From an optimization exercise on the open Yosys and OpenROAD flow, aimed at small area; shortcuts taken in it are not production practice.
Only simulation tests tie the RTL to the original design; equivalence was not proved.
No activity file was given, so power comes from the tool's default toggle rates.

[flow/design.v]
`timescale 1ns / 1ps
module top_module1(clk_i, rst, h_sync, v_sync, red_o, green_o, blue_o, x_in, y_in, ps2clk, ps2data, ld1);
input clk_i;
input rst;
input x_in;
input y_in;
output h_sync;
output v_sync;
output [3:0] red_o;
output [3:0] green_o;
output [3:0] blue_o;
input ps2clk;
input ps2data;
output ld1;
function [6:0] xpred;
    input [5:0] d;
    case (d)
        6'd0: xpred = 7'd16;
        6'd1: xpred = 7'd16;
        6'd2: xpred = 7'd16;
        6'd3: xpred = 7'd16;
        6'd4: xpred = 7'd16;
        6'd5: xpred = 7'd16;
        6'd6: xpred = 7'd16;
        6'd7: xpred = 7'd8;
        6'd8: xpred = 7'd8;
        6'd9: xpred = 7'd8;
        6'd10: xpred = 7'd8;
        6'd11: xpred = 7'd8;
        6'd12: xpred = 7'd8;
        6'd13: xpred = 7'd12;
        6'd14: xpred = 7'd12;
        6'd15: xpred = 7'd12;
        6'd16: xpred = 7'd12;
        6'd17: xpred = 7'd12;
        6'd18: xpred = 7'd12;
        6'd19: xpred = 7'd4;
        6'd20: xpred = 7'd4;
        6'd21: xpred = 7'd4;
        6'd22: xpred = 7'd4;
        6'd23: xpred = 7'd4;
        6'd24: xpred = 7'd68;
        6'd25: xpred = 7'd0;
        6'd26: xpred = 7'd0;
        6'd27: xpred = 7'd0;
        6'd28: xpred = 7'd0;
        6'd29: xpred = 7'd0;
        6'd30: xpred = 7'd0;
        6'd31: xpred = 7'd0;
        6'd32: xpred = 7'd0;
        6'd33: xpred = 7'd0;
        6'd34: xpred = 7'd0;
        6'd35: xpred = 7'd0;
        6'd36: xpred = 7'd0;
        6'd37: xpred = 7'd0;
        6'd38: xpred = 7'd0;
        6'd39: xpred = 7'd0;
        6'd40: xpred = 7'd34;
        6'd41: xpred = 7'd2;
        6'd42: xpred = 7'd2;
        6'd43: xpred = 7'd2;
        6'd44: xpred = 7'd2;
        6'd45: xpred = 7'd2;
        6'd46: xpred = 7'd3;
        6'd47: xpred = 7'd3;
        6'd48: xpred = 7'd3;
        6'd49: xpred = 7'd3;
        6'd50: xpred = 7'd3;
        6'd51: xpred = 7'd3;
        6'd52: xpred = 7'd1;
        6'd53: xpred = 7'd1;
        6'd54: xpred = 7'd1;
        6'd55: xpred = 7'd1;
        6'd56: xpred = 7'd1;
        6'd57: xpred = 7'd1;
        6'd58: xpred = 7'd16;
        6'd59: xpred = 7'd16;
        6'd60: xpred = 7'd16;
        6'd61: xpred = 7'd16;
        6'd62: xpred = 7'd16;
        6'd63: xpred = 7'd16;
    endcase
endfunction
function [6:0] ypred;
    input [6:0] d;
    case (d)
        7'd0: ypred = 7'd16;
        7'd1: ypred = 7'd16;
        7'd2: ypred = 7'd16;
        7'd3: ypred = 7'd16;
        7'd4: ypred = 7'd16;
        7'd5: ypred = 7'd16;
        7'd6: ypred = 7'd16;
        7'd7: ypred = 7'd16;
        7'd8: ypred = 7'd16;
        7'd9: ypred = 7'd4;
        7'd10: ypred = 7'd4;
        7'd11: ypred = 7'd4;
        7'd12: ypred = 7'd4;
        7'd13: ypred = 7'd4;
        7'd14: ypred = 7'd4;
        7'd15: ypred = 7'd4;
        7'd16: ypred = 7'd4;
        7'd17: ypred = 7'd12;
        7'd18: ypred = 7'd12;
        7'd19: ypred = 7'd12;
        7'd20: ypred = 7'd12;
        7'd21: ypred = 7'd12;
        7'd22: ypred = 7'd12;
        7'd23: ypred = 7'd12;
        7'd24: ypred = 7'd12;
        7'd25: ypred = 7'd8;
        7'd26: ypred = 7'd8;
        7'd27: ypred = 7'd8;
        7'd28: ypred = 7'd8;
        7'd29: ypred = 7'd8;
        7'd30: ypred = 7'd8;
        7'd31: ypred = 7'd8;
        7'd32: ypred = 7'd72;
        7'd33: ypred = 7'd0;
        7'd34: ypred = 7'd0;
        7'd35: ypred = 7'd0;
        7'd36: ypred = 7'd0;
        7'd37: ypred = 7'd0;
        7'd38: ypred = 7'd0;
        7'd39: ypred = 7'd0;
        7'd40: ypred = 7'd0;
        7'd41: ypred = 7'd0;
        7'd42: ypred = 7'd0;
        7'd43: ypred = 7'd0;
        7'd44: ypred = 7'd0;
        7'd45: ypred = 7'd0;
        7'd46: ypred = 7'd0;
        7'd47: ypred = 7'd0;
        7'd48: ypred = 7'd0;
        7'd49: ypred = 7'd0;
        7'd50: ypred = 7'd0;
        7'd51: ypred = 7'd0;
        7'd52: ypred = 7'd0;
        7'd53: ypred = 7'd0;
        7'd54: ypred = 7'd0;
        7'd55: ypred = 7'd0;
        7'd56: ypred = 7'd0;
        7'd57: ypred = 7'd0;
        7'd58: ypred = 7'd0;
        7'd59: ypred = 7'd0;
        7'd60: ypred = 7'd0;
        7'd61: ypred = 7'd0;
        7'd62: ypred = 7'd0;
        7'd63: ypred = 7'd0;
        7'd64: ypred = 7'd0;
        7'd65: ypred = 7'd0;
        7'd66: ypred = 7'd0;
        7'd67: ypred = 7'd0;
        7'd68: ypred = 7'd0;
        7'd69: ypred = 7'd0;
        7'd70: ypred = 7'd0;
        7'd71: ypred = 7'd0;
        7'd72: ypred = 7'd0;
        7'd73: ypred = 7'd0;
        7'd74: ypred = 7'd0;
        7'd75: ypred = 7'd0;
        7'd76: ypred = 7'd0;
        7'd77: ypred = 7'd0;
        7'd78: ypred = 7'd0;
        7'd79: ypred = 7'd0;
        7'd80: ypred = 7'd0;
        7'd81: ypred = 7'd0;
        7'd82: ypred = 7'd0;
        7'd83: ypred = 7'd0;
        7'd84: ypred = 7'd0;
        7'd85: ypred = 7'd0;
        7'd86: ypred = 7'd0;
        7'd87: ypred = 7'd0;
        7'd88: ypred = 7'd0;
        7'd89: ypred = 7'd0;
        7'd90: ypred = 7'd0;
        7'd91: ypred = 7'd0;
        7'd92: ypred = 7'd0;
        7'd93: ypred = 7'd0;
        7'd94: ypred = 7'd0;
        7'd95: ypred = 7'd0;
        7'd96: ypred = 7'd33;
        7'd97: ypred = 7'd1;
        7'd98: ypred = 7'd1;
        7'd99: ypred = 7'd1;
        7'd100: ypred = 7'd1;
        7'd101: ypred = 7'd1;
        7'd102: ypred = 7'd1;
        7'd103: ypred = 7'd1;
        7'd104: ypred = 7'd3;
        7'd105: ypred = 7'd3;
        7'd106: ypred = 7'd3;
        7'd107: ypred = 7'd3;
        7'd108: ypred = 7'd3;
        7'd109: ypred = 7'd3;
        7'd110: ypred = 7'd3;
        7'd111: ypred = 7'd3;
        7'd112: ypred = 7'd2;
        7'd113: ypred = 7'd2;
        7'd114: ypred = 7'd2;
        7'd115: ypred = 7'd2;
        7'd116: ypred = 7'd2;
        7'd117: ypred = 7'd2;
        7'd118: ypred = 7'd2;
        7'd119: ypred = 7'd2;
        7'd120: ypred = 7'd16;
        7'd121: ypred = 7'd16;
        7'd122: ypred = 7'd16;
        7'd123: ypred = 7'd16;
        7'd124: ypred = 7'd16;
        7'd125: ypred = 7'd16;
        7'd126: ypred = 7'd16;
        7'd127: ypred = 7'd16;
    endcase
endfunction
function [4:0] pad_row;
    input [4:0] d;
    case (d)
        5'd0: pad_row = 5'd20;
        5'd1: pad_row = 5'd20;
        5'd2: pad_row = 5'd20;
        5'd3: pad_row = 5'd20;
        5'd4: pad_row = 5'd20;
        5'd5: pad_row = 5'd19;
        5'd6: pad_row = 5'd19;
        5'd7: pad_row = 5'd18;
        5'd8: pad_row = 5'd17;
        5'd9: pad_row = 5'd17;
        5'd10: pad_row = 5'd15;
        5'd11: pad_row = 5'd14;
        5'd12: pad_row = 5'd13;
        5'd13: pad_row = 5'd10;
        5'd14: pad_row = 5'd8;
        5'd15: pad_row = 5'd0;
        5'd16: pad_row = 5'd0;
        5'd17: pad_row = 5'd0;
        5'd18: pad_row = 5'd8;
        5'd19: pad_row = 5'd10;
        5'd20: pad_row = 5'd13;
        5'd21: pad_row = 5'd14;
        5'd22: pad_row = 5'd15;
        5'd23: pad_row = 5'd17;
        5'd24: pad_row = 5'd17;
        5'd25: pad_row = 5'd18;
        5'd26: pad_row = 5'd19;
        5'd27: pad_row = 5'd19;
        5'd28: pad_row = 5'd20;
        5'd29: pad_row = 5'd20;
        5'd30: pad_row = 5'd20;
        5'd31: pad_row = 5'd20;
    endcase
endfunction
function [3:0] puck_row;
    input [4:0] d;
    case (d)
        5'd0: puck_row = 4'd12;
        5'd1: puck_row = 4'd12;
        5'd2: puck_row = 4'd12;
        5'd3: puck_row = 4'd12;
        5'd4: puck_row = 4'd11;
        5'd5: puck_row = 4'd10;
        5'd6: puck_row = 4'd9;
        5'd7: puck_row = 4'd8;
        5'd8: puck_row = 4'd6;
        5'd9: puck_row = 4'd0;
        5'd10: puck_row = 4'd0;
        5'd11: puck_row = 4'd0;
        5'd12: puck_row = 4'd0;
        5'd13: puck_row = 4'd0;
        5'd14: puck_row = 4'd0;
        5'd15: puck_row = 4'd0;
        5'd16: puck_row = 4'd0;
        5'd17: puck_row = 4'd0;
        5'd18: puck_row = 4'd0;
        5'd19: puck_row = 4'd0;
        5'd20: puck_row = 4'd0;
        5'd21: puck_row = 4'd0;
        5'd22: puck_row = 4'd0;
        5'd23: puck_row = 4'd0;
        5'd24: puck_row = 4'd6;
        5'd25: puck_row = 4'd8;
        5'd26: puck_row = 4'd9;
        5'd27: puck_row = 4'd10;
        5'd28: puck_row = 4'd11;
        5'd29: puck_row = 4'd12;
        5'd30: puck_row = 4'd12;
        5'd31: puck_row = 4'd12;
    endcase
endfunction
function [4:0] arc_row;
    input [5:0] d;
    case (d)
        6'd0: arc_row = 5'd24;
        6'd1: arc_row = 5'd24;
        6'd2: arc_row = 5'd24;
        6'd3: arc_row = 5'd24;
        6'd4: arc_row = 5'd24;
        6'd5: arc_row = 5'd24;
        6'd6: arc_row = 5'd23;
        6'd7: arc_row = 5'd23;
        6'd8: arc_row = 5'd22;
        6'd9: arc_row = 5'd21;
        6'd10: arc_row = 5'd20;
        6'd11: arc_row = 5'd19;
        6'd12: arc_row = 5'd18;
        6'd13: arc_row = 5'd17;
        6'd14: arc_row = 5'd16;
        6'd15: arc_row = 5'd14;
        6'd16: arc_row = 5'd11;
        6'd17: arc_row = 5'd8;
        6'd18: arc_row = 5'd0;
        6'd19: arc_row = 5'd0;
        6'd20: arc_row = 5'd0;
        6'd21: arc_row = 5'd0;
        6'd22: arc_row = 5'd0;
        6'd23: arc_row = 5'd0;
        6'd24: arc_row = 5'd0;
        6'd25: arc_row = 5'd0;
        6'd26: arc_row = 5'd0;
        6'd27: arc_row = 5'd0;
        6'd28: arc_row = 5'd0;
        6'd29: arc_row = 5'd0;
        6'd30: arc_row = 5'd0;
        6'd31: arc_row = 5'd0;
        6'd32: arc_row = 5'd0;
        6'd33: arc_row = 5'd0;
        6'd34: arc_row = 5'd0;
        6'd35: arc_row = 5'd0;
        6'd36: arc_row = 5'd0;
        6'd37: arc_row = 5'd0;
        6'd38: arc_row = 5'd0;
        6'd39: arc_row = 5'd0;
        6'd40: arc_row = 5'd0;
        6'd41: arc_row = 5'd0;
        6'd42: arc_row = 5'd0;
        6'd43: arc_row = 5'd0;
        6'd44: arc_row = 5'd0;
        6'd45: arc_row = 5'd0;
        6'd46: arc_row = 5'd0;
        6'd47: arc_row = 5'd8;
        6'd48: arc_row = 5'd11;
        6'd49: arc_row = 5'd14;
        6'd50: arc_row = 5'd16;
        6'd51: arc_row = 5'd17;
        6'd52: arc_row = 5'd18;
        6'd53: arc_row = 5'd19;
        6'd54: arc_row = 5'd20;
        6'd55: arc_row = 5'd21;
        6'd56: arc_row = 5'd22;
        6'd57: arc_row = 5'd23;
        6'd58: arc_row = 5'd23;
        6'd59: arc_row = 5'd24;
        6'd60: arc_row = 5'd24;
        6'd61: arc_row = 5'd24;
        6'd62: arc_row = 5'd24;
        6'd63: arc_row = 5'd24;
    endcase
endfunction
reg [2:0] ph;
wire ce = (ph[1:0] == 2'b01);
wire gtick = (ph == 3'd1);
reg [9:0] hc;    
reg [9:0] vc;    
reg trig;
wire h_end = hc[9] & hc[8] & hc[5];         
wire v_end = vc[9] & vc[3] & vc[2];         
always @(posedge clk_i)
    if (rst) ph <= 3'd0;
    else ph <= ph + 3'd1;
always @(posedge clk_i)
    if (rst) begin
        hc <= 10'd0;
        trig <= 1'b0;
    end else if (ce) begin
        hc <= h_end ? 10'd0 : hc + 10'd1;
        trig <= h_end;
    end
always @(posedge clk_i)
    if (rst) vc <= 10'd0;
    else if (ce && trig) vc <= v_end ? 10'd0 : vc + 10'd1;
assign h_sync = (hc < 10'd656) || (hc >= 10'd752);
assign v_sync = (vc < 10'd490) || (vc >= 10'd492);
reg read;
reg [11:0] count_reading;
reg prev_clk;
reg scan_err;
reg [10:0] scan_code;
reg trig_arr;
reg [3:0] kcount;
reg [3:0] code_id;
reg [3:0] key_id;
function [3:0] key_of;
    input [7:0] c;
    case (c)
        8'h75: key_of = 4'b0100;
        8'h72: key_of = 4'b0101;
        8'h6B: key_of = 4'b0110;
        8'h74: key_of = 4'b0111;
        8'h1D: key_of = 4'b1000;
        8'h1B: key_of = 4'b1001;
        8'h1C: key_of = 4'b1010;
        8'h23: key_of = 4'b1011;
        8'h5A: key_of = 4'b1100;
        8'h29: key_of = 4'b1101;
        default: key_of = 4'b0000;
    endcase
endfunction
always @(posedge clk_i)
    if (rst) count_reading <= 12'd0;
    else if (ce) count_reading <= read ? count_reading + 12'd1 : 12'd0;
always @(posedge clk_i)
    if (rst) begin
        read <= 1'b0;
        scan_err <= 1'b0;
        scan_code <= 11'd0;
        kcount <= 4'd0;
        trig_arr <= 1'b0;
        prev_clk <= 1'b1;
    end else if (ce) begin
        if (ps2clk != prev_clk) begin
            if (!ps2clk) begin
                read <= 1'b1;
                scan_err <= 1'b0;
                scan_code <= {ps2data, scan_code[10:1]};
                kcount <= kcount + 4'd1;
            end
        end else if (kcount == 4'd11) begin
            kcount <= 4'd0;
            read <= 1'b0;
            trig_arr <= 1'b1;
            scan_err <= !scan_code[10] || scan_code[0] || !(^scan_code[9:1]);
        end else begin
            trig_arr <= 1'b0;
            if (kcount < 4'd11 && count_reading >= 12'd4000) begin
                kcount <= 4'd0;
                read <= 1'b0;
            end
        end
        prev_clk <= ps2clk;
    end
always @(posedge clk_i)
    if (rst) begin
        code_id <= 4'd0;
        key_id <= 4'd0;
    end else if (ce) begin
        code_id <= (trig_arr && !scan_err) ? key_of(scan_code[8:1]) : 4'd0;
        key_id <= code_id;
    end
wire k_dn_pad = (key_id[3:2] == 2'b01);
wire k_up_pad = (key_id[3:2] == 2'b10);
wire k_up    = (key_id == 4'b0100);
wire enter   = (key_id == 4'b1100);
wire space   = (key_id == 4'b1101);
assign ld1 = k_up;
reg [2:0] score_1;
reg [2:0] score_2;
reg [23:0] cm;
reg w1, v1, x_mov, y_mov;
reg [10:0] pc_x;
reg [10:0] pc_y;
reg [8:0] upc_x;     
reg [7:0] upc_y;     
reg [8:0] dpc_x;     
reg [7:0] dpy;       
reg start, game_on, pause, p1, p2;
reg seg_v;           
reg [2:0] seg_s1;    
reg [2:0] seg_s2;
wire [8:0] dpc_y = {1'b1, dpy};
wire xy = x_in & y_in;
wire [9:0] px = hc;
wire [9:0] py = vc;
wire [11:0] cux = {1'b0, pc_x} - {3'b0, upc_x};
wire [11:0] cuy = {1'b0, pc_y} - {4'b0, upc_y};
wire [11:0] cdx = {1'b0, pc_x} - {3'b0, dpc_x};
wire [11:0] cdy = {1'b0, pc_y} - {3'b0, dpc_y};
function [7:0] coll;
    input [11:0] dx;
    input [11:0] dy;
    reg [6:0] xp, yp;
    reg near;
    begin
        near = ((dx[11:5] == 7'h00) || (dx[11:5] == 7'h7f)) &&
               ((dy[11:6] == 6'h00) || (dy[11:6] == 6'h3f));
        xp = near ? xpred(dx[5:0]) : 7'd0;
        yp = ypred(dy[6:0]);
        coll[0] = (xp[0] & yp[0]) | (xp[1] & yp[1]);
        coll[1] = (xp[2] & yp[2]) | (xp[3] & yp[3]);
        coll[2] = (xp[2] & yp[1]) | (xp[3] & yp[0]);
        coll[3] = (xp[0] & yp[3]) | (xp[1] & yp[2]);
        coll[4] = xp[4] & yp[5];
        coll[5] = xp[4] & yp[6];
        coll[6] = yp[4] & xp[5];
        coll[7] = yp[4] & xp[6];
    end
endfunction
wire [7:0] cu = coll(cux, cuy);
wire [7:0] cd = coll(cdx, cdy);
function in_row;
    input [5:0] r;
    input [5:0] dy;      
    reg [5:0] m;
    begin
        m = dy[5] ? ~dy : dy;    
        in_row = dy[5] ? (m + 6'd1 < r) : (m < r);
    end
endfunction
wire [11:0] px320 = {2'b0, px} - 12'd320;
wire near320 = (px320[11:4] == 8'h00) || (px320[11:4] == 8'hff);
wire [11:0] ppx_m = {2'b0, px} - {1'b0, pc_x};
wire [11:0] ppy_m = {2'b0, py} - {1'b0, pc_y};
wire [11:0] ppy_i = {2'b0, py} - 12'd240;
wire ppx_near = xy ? ((ppx_m[11:4] == 8'h00) || (ppx_m[11:4] == 8'hff)) && (pc_x >= 11'd9) : near320;
wire [4:0] ppx = xy ? ppx_m[4:0] : px320[4:0];
wire [11:0] ppy_w = xy ? ppy_m : ppy_i;
wire ppy_near = ((ppy_w[11:4] == 8'h00) || (ppy_w[11:4] == 8'hff)) && (!xy || pc_y >= 11'd12);
wire puck_on = ppx_near && ppy_near && in_row({2'b0, puck_row(ppx)}, {ppy_w[4], ppy_w[4:0]});
wire [10:0] upx_m = {1'b0, px} - {2'b0, upc_x};
wire [9:0] upy_m = py - {2'b0, upc_y};
wire [9:0] upy_i = py - 10'd100;
wire upx_near = xy ? ((upx_m[10:4] == 7'h00) || (upx_m[10:4] == 7'h7f)) : near320;
wire [4:0] upx = xy ? upx_m[4:0] : px320[4:0];
wire [9:0] upy_w = xy ? upy_m : upy_i;
wire upy_near = (upy_w[9:5] == 5'h00) || (upy_w[9:5] == 5'h1f);
wire up_on = upx_near && upy_near && in_row({1'b0, pad_row(upx)}, upy_w[5:0]);
wire [10:0] dpx_m = {1'b0, px} - {2'b0, dpc_x};
wire [9:0] dpy_m = py - {1'b0, dpc_y};
wire [9:0] dpy_i = py - 10'd380;
wire dpx_near = xy ? ((dpx_m[10:4] == 7'h00) || (dpx_m[10:4] == 7'h7f)) : near320;
wire [4:0] dpx = xy ? dpx_m[4:0] : px320[4:0];
wire [9:0] dpy_w = xy ? dpy_m : dpy_i;
wire dpy_near = (dpy_w[9:5] == 5'h00) || (dpy_w[9:5] == 5'h1f);
wire dn_on = dpx_near && dpy_near && in_row({1'b0, pad_row(dpx)}, dpy_w[5:0]);
wire near320w = (px320[11:5] == 7'h00) || (px320[11:5] == 7'h7f);
wire [5:0] arc_r = near320w ? {1'b0, arc_row(px320[5:0])} : 6'd0;
wire [9:0] ab = py - 10'd430;
wire [9:0] at = py - 10'd50;
wire arc_b = ((ab[9:5] == 5'h00) || (ab[9:5] == 5'h1f)) && in_row(arc_r, ab[5:0]);
wire arc_t = ((at[9:5] == 5'h00) || (at[9:5] == 5'h1f)) && in_row(arc_r, at[5:0]);
wire side = (px <= 10'd160) || (px >= 10'd480) || (py <= 10'd20) || (py >= 10'd460);
wire sg = start & game_on;
wire s7 = (score_1 == 3'd7) || (score_2 == 3'd7);
wire step = sg & gtick & ~space & ~pause & (cm >= 24'd31);
wire move = step & x_mov & y_mov;
wire gx = (pc_x <= 11'd341) && ((pc_x >= 11'd299) || (pc_x < 11'd9));
wire goal_b = move && (pc_y == 11'd448) && gx;
wire goal_t = move && (pc_y == 11'd32) && gx && !goal_b;
wire init_puck = !xy && !side && puck_on;
wire init_up = !xy && up_on;
wire init_dn = !xy && dn_on;
wire cg = sg & gtick;    
wire [7:0] ccu = cg ? cu : 8'd0;
wire [7:0] ccd = cg ? cd : 8'd0;
wire cxd = ccd[7] | ccd[6] | ccd[3] | ccd[2] | ccd[1] | ccd[0];
wire cxu = ccu[7] | ccu[6] | ccu[3] | ccu[2] | ccu[1] | ccu[0];
wire cx = cxd | cxu;
wire cx_pos = cxd ? (ccd[7] | (~ccd[6] & ~ccd[3] & (ccd[2] | ccd[1])))
                  : (ccu[7] | (~ccu[6] & ~ccu[3] & (ccu[2] | ccu[1])));
wire cyd = |ccd[5:0];
wire cyu = |ccu[5:0];
wire cy = cyd | cyu;
wire cy_pos = cyd ? (ccd[5] | (~ccd[4] & ~ccd[3] & ~ccd[2] & ccd[1]))
                  : (ccu[5] | (~ccu[4] & ~ccu[3] & ~ccu[2] & ccu[1]));
wire wall_l = (pc_x >= 11'd9) && (pc_x < 11'd169);
wire wall_r = pc_x > 11'd471;
wire wall_t = (pc_y >= 11'd12) && (pc_y < 11'd32);
wire wall_b = pc_y > 11'd448;
wire w_m = (move & wall_l) ? 1'b0 : (move & wall_r) ? 1'b1 : w1;
wire v_m = (move & wall_t) ? 1'b1 : (move & wall_b) ? 1'b0 : v1;
reg nw1, nv1;
always @* begin
    nw1 = w_m;
    if (ccu[0]) nw1 = 1'b1;
    if (ccu[1]) nw1 = 1'b0;
    if (ccu[2]) nw1 = 1'b0;
    if (ccu[3]) nw1 = 1'b1;
    if (ccu[6]) nw1 = ~w1;
    if (ccu[7]) nw1 = ~w1;
    if (ccd[0]) nw1 = 1'b1;
    if (ccd[1]) nw1 = 1'b0;
    if (ccd[2]) nw1 = 1'b0;
    if (ccd[3]) nw1 = 1'b1;
    if (ccd[6]) nw1 = ~w1;
    if (ccd[7]) nw1 = ~w1;
    nv1 = v_m;
    if (ccu[0]) nv1 = 1'b0;
    if (ccu[1]) nv1 = 1'b1;
    if (ccu[2]) nv1 = 1'b0;
    if (ccu[3]) nv1 = 1'b1;
    if (ccu[4]) nv1 = ~v1;
    if (ccu[5]) nv1 = ~v1;
    if (ccd[0]) nv1 = 1'b0;
    if (ccd[1]) nv1 = 1'b1;
    if (ccd[2]) nv1 = 1'b0;
    if (ccd[3]) nv1 = 1'b1;
    if (ccd[4]) nv1 = ~v1;
    if (ccd[5]) nv1 = ~v1;
end
wire idle = ~x_mov & ~y_mov;
wire goal = goal_b | goal_t;
wire nxm = ~goal & (x_mov | (idle & ((|ccu[3:0]) | (|ccd[3:0]) | ccd[6] | ccd[7])));
wire nym = ~goal & (y_mov | (idle & ((|ccu[3:0]) | (|ccd[3:0]) | ccd[4] | ccd[5])));
wire xc = init_puck | (~cx & ((enter & ~game_on) | goal | (cg & s7 & ~move)));
wire yc = init_puck | (~cy & (goal | (cg & s7 & ~move)));
wire [10:0] ycv = init_puck ? 11'd240 : goal_b ? 11'd280 : goal_t ? 11'd200 : 11'd240;
wire [2:0] xd = cx ? (cx_pos ? 3'b010 : 3'b110) : move ? (w1 ? 3'b111 : 3'b001) : 3'b000;
wire [2:0] yd = cy ? (cy_pos ? 3'b010 : 3'b110) : move ? (v1 ? 3'b001 : 3'b111) : 3'b000;
wire [10:0] pc_x_add = pc_x + {{8{xd[2]}}, xd};
wire [10:0] pc_y_add = pc_y + {{8{yd[2]}}, yd};
wire pad_rst = (enter & ~game_on) | goal_b | goal_t;
wire mv = sg & (key_id[3:2] != 2'b00) & (key_id[3:2] != 2'b11);
wire kdir = key_id[0];           
wire khor = key_id[1];
wire upc_x_mv = mv & k_up_pad & khor & (kdir ? (upc_x < 9'd465) : (upc_x > 9'd175));
wire upc_y_mv = mv & k_up_pad & ~khor & (kdir ? (upc_y < 8'd220) : (upc_y > 8'd40));
wire dpc_x_mv = mv & k_dn_pad & khor & (kdir ? (dpc_x < 9'd465) : (dpc_x > 9'd175));
wire dpy_mv = mv & k_dn_pad & ~khor & (kdir ? (dpy < 8'd184) : (dpy > 8'd4));
always @(posedge clk_i)
    if (rst) begin
        p1 <= 1'b0;
        p2 <= 1'b0;
        game_on <= 1'b0;
        pause <= 1'b0;
        score_1 <= 3'd0;
        score_2 <= 3'd0;
        cm <= 24'd0;
        w1 <= 1'b0;
        v1 <= 1'b0;
        pc_x <= 11'd320;
        pc_y <= 11'd240;
        upc_x <= 9'd320;
        upc_y <= 8'd100;
        dpc_x <= 9'd320;
        dpy <= 8'd124;
        start <= 1'b0;
        x_mov <= 1'b0;
        y_mov <= 1'b0;
        seg_v <= 1'b0;
        seg_s1 <= 3'd0;
        seg_s2 <= 3'd0;
    end else begin
        if (enter && ~start) start <= 1'b1;
        if (enter && ~game_on) begin
            start <= 1'b0;
            game_on <= 1'b1;
        end
        if (cg) begin
            if (s7) begin
                game_on <= 1'b0;
                if (score_1 == 3'd7) p1 <= 1'b1;
                else p2 <= 1'b1;
            end
            if (space) pause <= ~pause;
            seg_v <= 1'b1;
            seg_s1 <= score_1;
            seg_s2 <= score_2;
        end
        if (step) cm <= 24'd0;
        else if (cg) cm <= cm + 24'd1;
        if ((enter && ~game_on) || (!xy && !side)) begin
            score_1 <= 3'd0;
            score_2 <= 3'd0;
        end else begin
            if (goal_b) score_2 <= score_2 + 3'd1;
            if (goal_t) score_1 <= score_1 + 3'd1;
        end
        w1 <= nw1;
        v1 <= nv1;
        x_mov <= nxm;
        y_mov <= nym;
        pc_x <= xc ? 11'd320 : pc_x_add;
        pc_y <= yc ? ycv : pc_y_add;
        if (pad_rst || init_up) begin
            upc_x <= 9'd320;
            upc_y <= 8'd100;
        end else begin
            if (upc_x_mv) upc_x <= kdir ? upc_x + 9'd1 : upc_x - 9'd1;
            if (upc_y_mv) upc_y <= kdir ? upc_y + 8'd1 : upc_y - 8'd1;
        end
        if (pad_rst || init_dn) begin
            dpc_x <= 9'd320;
            dpy <= 8'd124;
        end else begin
            if (dpc_x_mv) dpc_x <= kdir ? dpc_x + 9'd1 : dpc_x - 9'd1;
            if (dpy_mv) dpy <= kdir ? dpy + 8'd1 : dpy - 8'd1;
        end
    end
function [6:0] segs;
    input [2:0] s;
    case (s)
        3'd0: segs = 7'b1110111;
        3'd1: segs = 7'b0100100;
        3'd2: segs = 7'b1011101;
        3'd3: segs = 7'b1101101;
        3'd4: segs = 7'b0101110;
        3'd5: segs = 7'b1101011;
        3'd6: segs = 7'b1111011;
        default: segs = 7'b0100101;
    endcase
endfunction
wire [6:0] sa = seg_v ? segs(seg_s1) : 7'd0;
wire [6:0] sb = seg_v ? segs(seg_s2) : 7'd0;
function in_box;
    input [9:0] v;
    input [9:0] lo;
    input [9:0] hi;
    in_box = (v >= lo) && (v <= hi);
endfunction
reg seg_hit, seg_lit;
always @* begin
    seg_hit = 1'b0;
    seg_lit = 1'b0;
    if (in_box(px, 50, 110) && in_box(py, 120, 140)) begin seg_hit = 1'b1; seg_lit = sa[0]; end
    if (in_box(px, 50, 110) && in_box(py, 230, 250)) begin seg_hit = 1'b1; seg_lit = sa[3]; end
    if (in_box(px, 50, 110) && in_box(py, 340, 360)) begin seg_hit = 1'b1; seg_lit = sa[6]; end
    if (in_box(px, 25, 45) && in_box(py, 145, 225)) begin seg_hit = 1'b1; seg_lit = sa[1]; end
    if (in_box(px, 25, 45) && in_box(py, 255, 335)) begin seg_hit = 1'b1; seg_lit = sa[4]; end
    if (in_box(px, 115, 135) && in_box(py, 145, 225)) begin seg_hit = 1'b1; seg_lit = sa[2]; end
    if (in_box(px, 115, 135) && in_box(py, 255, 335)) begin seg_hit = 1'b1; seg_lit = sa[5]; end
    if (in_box(px, 530, 590) && in_box(py, 120, 140)) begin seg_hit = 1'b1; seg_lit = sb[0]; end
    if (in_box(px, 530, 590) && in_box(py, 230, 250)) begin seg_hit = 1'b1; seg_lit = sb[3]; end
    if (in_box(px, 530, 590) && in_box(py, 340, 360)) begin seg_hit = 1'b1; seg_lit = sb[6]; end
    if (in_box(px, 505, 525) && in_box(py, 145, 225)) begin seg_hit = 1'b1; seg_lit = sb[1]; end
    if (in_box(px, 505, 525) && in_box(py, 255, 335)) begin seg_hit = 1'b1; seg_lit = sb[4]; end
    if (in_box(px, 595, 615) && in_box(py, 145, 225)) begin seg_hit = 1'b1; seg_lit = sb[2]; end
    if (in_box(px, 595, 615) && in_box(py, 255, 335)) begin seg_hit = 1'b1; seg_lit = sb[5]; end
end
reg txt;
always @* begin
    txt = 1'b0;
    if (~start) begin
        if (in_box(px, 281, 291) && in_box(py, 226, 227)) txt = 1'b1;
        if (in_box(px, 279, 280) && in_box(py, 228, 238)) txt = 1'b1;
        if (in_box(px, 281, 291) && in_box(py, 239, 240)) txt = 1'b1;
        if (in_box(px, 292, 293) && in_box(py, 241, 251)) txt = 1'b1;
        if (in_box(px, 281, 291) && in_box(py, 252, 253)) txt = 1'b1;
        if (in_box(px, 293, 307) && in_box(py, 226, 227)) txt = 1'b1;
        if (in_box(px, 300, 301) && in_box(py, 226, 253)) txt = 1'b1;
        if (in_box(px, 312, 322) && in_box(py, 226, 227)) txt = 1'b1;
        if (in_box(px, 310, 311) && in_box(py, 228, 238)) txt = 1'b1;
        if (in_box(px, 310, 311) && in_box(py, 241, 251)) txt = 1'b1;
        if (in_box(px, 312, 322) && in_box(py, 239, 240)) txt = 1'b1;
        if (in_box(px, 323, 324) && in_box(py, 228, 238)) txt = 1'b1;
        if (in_box(px, 323, 324) && in_box(py, 241, 251)) txt = 1'b1;
        if (in_box(px, 329, 339) && in_box(py, 226, 227)) txt = 1'b1;
        if (in_box(px, 327, 328) && in_box(py, 228, 238)) txt = 1'b1;
        if (in_box(px, 327, 328) && in_box(py, 241, 251)) txt = 1'b1;
        if (in_box(px, 329, 339) && in_box(py, 239, 240)) txt = 1'b1;
        if (in_box(px, 340, 341) && in_box(py, 228, 238)) txt = 1'b1;
        if (in_box(px, 337, 338) && in_box(py, 241, 251)) txt = 1'b1;
        if (in_box(px, 344, 358) && in_box(py, 226, 227)) txt = 1'b1;
        if (in_box(px, 351, 352) && in_box(py, 226, 253)) txt = 1'b1;
    end else if (pause) begin
        if (in_box(px, 281, 291) && in_box(py, 226, 227)) txt = 1'b1;
        if (in_box(px, 279, 280) && in_box(py, 228, 238)) txt = 1'b1;
        if (in_box(px, 281, 291) && in_box(py, 239, 240)) txt = 1'b1;
        if (in_box(px, 279, 280) && in_box(py, 241, 251)) txt = 1'b1;
        if (in_box(px, 292, 293) && in_box(py, 228, 238)) txt = 1'b1;
        if (in_box(px, 298, 308) && in_box(py, 226, 227)) txt = 1'b1;
        if (in_box(px, 296, 297) && in_box(py, 228, 238)) txt = 1'b1;
        if (in_box(px, 298, 308) && in_box(py, 239, 240)) txt = 1'b1;
        if (in_box(px, 296, 297) && in_box(py, 241, 251)) txt = 1'b1;
        if (in_box(px, 309, 310) && in_box(py, 228, 238)) txt = 1'b1;
        if (in_box(px, 309, 310) && in_box(py, 241, 251)) txt = 1'b1;
        if (in_box(px, 315, 325) && in_box(py, 252, 253)) txt = 1'b1;
        if (in_box(px, 313, 314) && in_box(py, 228, 238)) txt = 1'b1;
        if (in_box(px, 313, 314) && in_box(py, 241, 251)) txt = 1'b1;
        if (in_box(px, 326, 327) && in_box(py, 228, 238)) txt = 1'b1;
        if (in_box(px, 326, 327) && in_box(py, 241, 251)) txt = 1'b1;
        if (in_box(px, 332, 342) && in_box(py, 226, 227)) txt = 1'b1;
        if (in_box(px, 330, 331) && in_box(py, 228, 238)) txt = 1'b1;
        if (in_box(px, 332, 342) && in_box(py, 239, 240)) txt = 1'b1;
        if (in_box(px, 332, 342) && in_box(py, 252, 253)) txt = 1'b1;
        if (in_box(px, 343, 344) && in_box(py, 241, 251)) txt = 1'b1;
        if (in_box(px, 349, 359) && in_box(py, 226, 227)) txt = 1'b1;
        if (in_box(px, 347, 348) && in_box(py, 228, 238)) txt = 1'b1;
        if (in_box(px, 349, 359) && in_box(py, 239, 240)) txt = 1'b1;
        if (in_box(px, 349, 359) && in_box(py, 252, 253)) txt = 1'b1;
        if (in_box(px, 347, 348) && in_box(py, 241, 251)) txt = 1'b1;
    end else if (~game_on) begin
        if (in_box(px, 281, 291) && in_box(py, 226, 227)) txt = 1'b1;
        if (in_box(px, 279, 280) && in_box(py, 228, 238)) txt = 1'b1;
        if (in_box(px, 281, 291) && in_box(py, 239, 240)) txt = 1'b1;
        if (in_box(px, 279, 280) && in_box(py, 241, 251)) txt = 1'b1;
        if (in_box(px, 292, 293) && in_box(py, 228, 238)) txt = 1'b1;
        if (p1) begin
            if (in_box(px, 298, 308) && in_box(py, 226, 227)) txt = 1'b1;
            if (in_box(px, 309, 310) && in_box(py, 228, 238)) txt = 1'b1;
            if (in_box(px, 298, 308) && in_box(py, 239, 240)) txt = 1'b1;
            if (in_box(px, 298, 308) && in_box(py, 252, 253)) txt = 1'b1;
            if (in_box(px, 296, 297) && in_box(py, 241, 251)) txt = 1'b1;
        end else if (p2) begin
            if (in_box(px, 309, 310) && in_box(py, 228, 238)) txt = 1'b1;
            if (in_box(px, 309, 310) && in_box(py, 241, 251)) txt = 1'b1;
        end
        if (in_box(px, 315, 325) && in_box(py, 252, 253)) txt = 1'b1;
        if (in_box(px, 313, 314) && in_box(py, 228, 238)) txt = 1'b1;
        if (in_box(px, 313, 314) && in_box(py, 241, 251)) txt = 1'b1;
        if (in_box(px, 326, 327) && in_box(py, 228, 238)) txt = 1'b1;
        if (in_box(px, 326, 327) && in_box(py, 241, 251)) txt = 1'b1;
        if (in_box(px, 328, 338) && in_box(py, 252, 253)) txt = 1'b1;
        if (in_box(px, 339, 340) && in_box(py, 228, 238)) txt = 1'b1;
        if (in_box(px, 339, 340) && in_box(py, 241, 251)) txt = 1'b1;
        if (in_box(px, 345, 355) && in_box(py, 226, 227)) txt = 1'b1;
        if (in_box(px, 345, 355) && in_box(py, 252, 253)) txt = 1'b1;
        if (in_box(px, 343, 344) && in_box(py, 228, 238)) txt = 1'b1;
        if (in_box(px, 343, 344) && in_box(py, 241, 251)) txt = 1'b1;
        if (in_box(px, 356, 357) && in_box(py, 228, 238)) txt = 1'b1;
        if (in_box(px, 356, 357) && in_box(py, 241, 251)) txt = 1'b1;
        if (in_box(px, 362, 372) && in_box(py, 226, 227)) txt = 1'b1;
        if (in_box(px, 360, 361) && in_box(py, 228, 238)) txt = 1'b1;
        if (in_box(px, 360, 361) && in_box(py, 241, 251)) txt = 1'b1;
        if (in_box(px, 373, 374) && in_box(py, 228, 238)) txt = 1'b1;
        if (in_box(px, 373, 374) && in_box(py, 241, 251)) txt = 1'b1;
    end
end
wire banner = ~(start & ~pause & game_on);
wire gray = banner && (py > 10'd223) && (py < 10'd257);
reg r_f, r_n, g_f, g_n, b_f, b_n;
reg nr_f, nr_n, ng_f, ng_n, nb_f, nb_n;
always @* begin
    if (side) begin
        nr_f = seg_hit & seg_lit;
        nr_n = seg_hit;
        ng_f = 1'b0; ng_n = 1'b0;
        nb_f = 1'b0; nb_n = 1'b0;
    end else begin
        nr_f = 1'b0; ng_f = 1'b0; nb_f = 1'b1;
        if ((px > 10'd290) && (px < 10'd350) && ((py < 10'd50) || (py > 10'd430))) begin
            nr_f = 1'b1; ng_f = 1'b1; nb_f = 1'b1;
        end
        if ((py == 10'd239) || (py == 10'd240)) begin
            nr_f = 1'b0; ng_f = 1'b0; nb_f = 1'b0;
        end
        if (arc_b || arc_t) begin
            nr_f = 1'b1; ng_f = 1'b1; nb_f = 1'b1;
        end
        if (puck_on) begin
            nr_f = 1'b1; ng_f = 1'b0; nb_f = 1'b0;
        end
        if (up_on || dn_on) begin
            nr_f = 1'b1; ng_f = 1'b1; nb_f = 1'b0;
        end
        nr_n = nr_f; ng_n = ng_f; nb_n = nb_f;
        if (gray) begin
            nr_f = 1'b0; ng_f = 1'b0; nb_f = 1'b0;
            nr_n = 1'b1; ng_n = 1'b1; nb_n = 1'b1;
        end
        if (txt) begin
            nr_f = 1'b1; ng_f = 1'b0; nb_f = 1'b0;
            nr_n = 1'b1; ng_n = 1'b0; nb_n = 1'b0;
        end
    end
end
always @(posedge clk_i)
    if (rst) begin
        r_f <= 1'b0; r_n <= 1'b0;
        g_f <= 1'b0; g_n <= 1'b0;
        b_f <= 1'b0; b_n <= 1'b0;
    end else begin
        r_f <= nr_f; r_n <= nr_n;
        g_f <= ng_f; g_n <= ng_n;
        b_f <= nb_f; b_n <= nb_n;
    end
assign red_o = {r_f, r_f, r_n, r_f};
assign green_o = {g_f, g_f, g_n, g_f};
assign blue_o = {b_f, b_f, b_n, b_f};
endmodule
[flow/run.sh]
#!/bin/bash
# synth_recipe.tcl (not shown) runs the flow's synth.tcl, then flattens the netlist and writes it again
# the make line also repeats each setting of config.mk as NAME=value (left out here)
make -C /OpenROAD-flow-scripts/flow DESIGN_CONFIG=/design/flow/config.mk WORK_HOME=/design/flow/orfs CLKGATE_MAP_FILE= SYNTH_SCRIPT=/design/flow/synth_recipe.tcl finish
[flow/config.mk]
export PLATFORM = sky130hd
export DESIGN_NAME = top_module1
export DESIGN_NICKNAME = top_module1
export VERILOG_FILES = /design/flow/design.v
export SDC_FILE = /design/flow/constraint.sdc
export NUM_CORES = 4
export LEC_CHECK = 0
export CAP_MARGIN = 20
export CORE_MARGIN = 2
export CORE_UTILIZATION = 40
export SLEW_MARGIN = 20
[flow/constraint.sdc]
create_clock -name core_clock -period 20.0 [get_ports {clk_i}]
set_input_delay 4.0000 -clock core_clock [delete_from_list [all_inputs] [get_ports {clk_i}]]
set_output_delay 4.0000 -clock core_clock [all_outputs]
set_load 0.01 [all_outputs]
==> results.txt <==
Mapped Area: 21500 um2
Hold_buf cts: 0
Pleak: 0.00890 uW
Synth Net Count: 3202
Core ar.: 53500 um2
Antenna violations before repair: 0
Synth cell types: 100
Via count: 22000
H-tree depth: 4
Final Hold Viols: 0
Port buffer count: 20
TritonCTS Buffers: 17
Post-Route WL: 71900 um
Ys Warns: 1
DRT iter0 DRCs: 1922
DRT Pass-1 Iters: 6
Avg Inst Size Synth: 7.32 um2
# resized after CTS: 0
Worst slew pin tran: 1090 ps
Die X: 236 um
Critical path, cell by cell: clkdlybuf4s50_1 > nand2_2 > buf_4 > o31a_1 > o31ai_1 > nand3b_1 > xnor2_1 > inv_2 > ha_1 > xor2_1 > ha_1 > a21o_1 > a21o_1 > a211o_1 > a31oi_1 > nand4_1 > a2111o_1 > nand2_1 > o2bb2ai_1 > o31ai_1 > a2111oi_2
Die Area: 55700 um2
Ratio of cells with drive above 1 in the final layout: 4.50%
Power density over the cells: 33.9 nW/um2
Wire length of the first global-routing pass: 113000 um
Die Ht: 236 um
Clock Sinks: 171
Final period util: 44.5%
Fraction of registers with async set/reset: 0%
Most frequent cell after synthesis: nor2_1
Final core occ: 42.9%
Final net count: 3137
Post-Route Skew: 14.2 ps
Setup tns final: 0 ps
Via count of the first global-routing pass: 20600
Maximum vdd drop: 0.0000787 V
Slew margin rel.: 26.6%
RSZ-0062 raised after global routing: false
Critical Path RT: 20360 ps
Fmax: 0.112 GHz
Maximum fanout along the worst path: 68
Worst skew pair latency: 470 ps
CP max stage cell: buf_4
Residual DRC: 0
Hpwl dp: 55500 um
Hold crit path type: flip-flop to flip-flop
Starting Density: 40.3%
Largest net degree at the start of global routing: 69
Post-DR wirelength/cell: 20.0 um
Largest stage delay, worst path: 550 ps
Synth Instances: 2944
Outcome: timing/DRC/antenna clean
CTS tree: done
Max Cap Viol: 0
DRT antenna net count: 0
Remaining Overflow, GRT: 0
Max Transition Viols Final: 0
Dominant synthesized flop cell: dfxtp_1
Cell taking the most area after synthesis: dfxtp_1
GP Congestion: 0.939
Worst Setup Start Kind: input pin
Root buffer cell: clkbuf_16
Crit Path Category: input pin to flip-flop
Number of flops mapped to enable cells by yosys: 0
Synthesis-stage register bit count: 171
WP data arrival: 9250 ps
Ranking of synthesized cells by area: dfxtp_1 (16%), ha_1 (14%), xnor2_1 (5.8%), a21oi_1 (5.4%), nor2_1 (5.1%)
Number of post-CTS setup repair buffers: 0
Total I/O pin count: 21
Endpoints failing setup: 0
Synth cell count leaders: nor2_1 (291), nand2_1 (244), ha_1 (236)
CP endpoint kind: flip-flop
Max clock buf depth: 2
Post-layout min period: 8900 ps
Post-synth top area share: 15.9%
Area added between synthesis and finish: 6.52%
# diodes: 0
Reg clk slew, reported paths: 70 ps
Register area share after synthesis: 15.9%
Core Rows: 85
Gr usage total: 25.2%
Via/cell ratio: 6.14
## final timing paths
| path | from | endpoint | slack (ps) | cells after the start |
|---|---|---|---|---|
| max | x_in | r_f | 11100 | 21 |
| min | ph[0] | ph[0] | 460 | 1 |
| max reg2reg | upc_y[0] | pc_x[10] | 12850 | 27 |
| min reg2reg | ph[0] | ph[0] | 460 | 1 |
## cells in the final DEF, fill, tap and decap left out, drive strengths merged, types with 16 or more instances in the layout
cell / instances
nor2: 291
nand2: 244
ha: 236
a21oi: 235
o21ai: 176
dfxtp: 171
inv: 160
xnor2: 144
nand3: 101
nor3: 88
xor2: 73
a21o: 53
nor2b: 48
o21a: 47
nand2b: 45
nand4: 41
mux2i: 38
buf: 38
nor4: 37
or3: 34
a31oi: 31
a211oi: 28
and3: 27
o31ai: 27
or2: 26
a211o: 25
o211ai: 25
a22oi: 21
o21bai: 20
clkdlybuf4s50: 19
and2: 19
a21boi: 18
clkbuf: 17
nand3b: 16
fa: 16
## per-layer routing
metal | track usage [%] | wire [um]
met1 | 34.0 | 32700
met2 | 40.0 | 31900
met3 | 4.25 | 4880
met4 | 9.57 | 2380
met5 | 0 | 0
## per-stage QoR
step / instance area [um2] / hold slack, ps / power [uW] / setup slack (ps) / instances
floorplan: 21500 / 421 / 406 / 11510 / 2944
global placement: 22300 / 430 / 425 / 10870 / 3555
detailed placement: 22300 / 445 / 427 / 10730 / 3555
CTS: 22900 / 463 / 782 / 11200 / 3587
global route: 22900 / 484 / 806 / 10750 / 3588
finish: 22900 / 456 / 777 / 11100 / 3588
## critical path, delay by kind of cell
| family | cells | cell delay, ps |
|---|---|---|
| compound gates | 10 | 2250 |
| xor+xnor | 2 | 520 |
| fa+ha+maj | 2 | 500 |
| buf+inv | 3 | 1150 |
| simple gates | 4 | 790 |
## state kept, by name (all words and copies together), names as in the netlist, 3 cells and up
signal         flops
dpc_x              9
count_reading     12
key_id             4
kcount             4
ph                 3
score_2            3
seg_s1             3
seg_s2             3
dpy                8
scan_code         11
upc_y              8
pc_x              11
vc                10
score_1            3
cm                24
code_id            4
upc_x              9
pc_y              11
hc                10
## cell type report
| cell class | instances | area [um2] |
|---|---|---|
| clock inverters | 15 | 195 |
| clock buffers | 17 | 425 |
| well taps | 696 | 871 |
| fillers | 5481 | 30500 |
| multi-input cells | 2475 | 17000 |
| inverters | 157 | 589 |
| repair buffers | 57 | 473 |
| flip-flops and latches | 171 | 3420 |
## report_power, final
part	switching (uW)	internal (uW)
Sequential	2.29	342
Combinational	49.1	27.0
Clock	176	181
Total	227	550
## cells by family (layout without fill, tap and decap cells)
| logic type | after synthesis | in the layout | synth area share (%) |
|---|---|---|---|
| XOR/XNOR | 219 | 219 | 9.10 |
| AND/OR/NAND/NOR | 1086 | 1086 | 25.2 |
| buffers and inverters | 298 | 246 | 5.51 |
| AO/OA/AOI/OAI | 876 | 876 | 27.2 |
| multiplexers | 40 | 40 | 1.87 |
| flip-flops | 171 | 171 | 15.9 |
| adder cells (fa/ha/maj) | 254 | 254 | 15.3 |

port drivers added, routing unchanged:
How much do the figures lean on ideal ports? The routed layout below was timed once more, with nothing changed but the port constraints. Step 1 sets driving cells, clkbuf_16 on the clock port and buf_2 on the other inputs (assumed; they add their load-dependent delay and slew). Step 2 times the ports against the registers' clock, not the clock port: input delays grow and output delays shrink by t, the midpoint of the rising clock arrivals with the driver on. a / b / c = ideal ports / drivers / drivers and shift; a / b = the first two.
t, ns: 0.530
slack for setup (ns): 11.104 / 11.139 / 10.610
hold WS [ns]: 0.456 / 0.456 / 0.456
pins driven straight from the clock port: 1
After both steps setup and hold are still met in this run. The setup slack of this run moves by +0.035 ns with the drivers and by -0.494 ns with both steps.
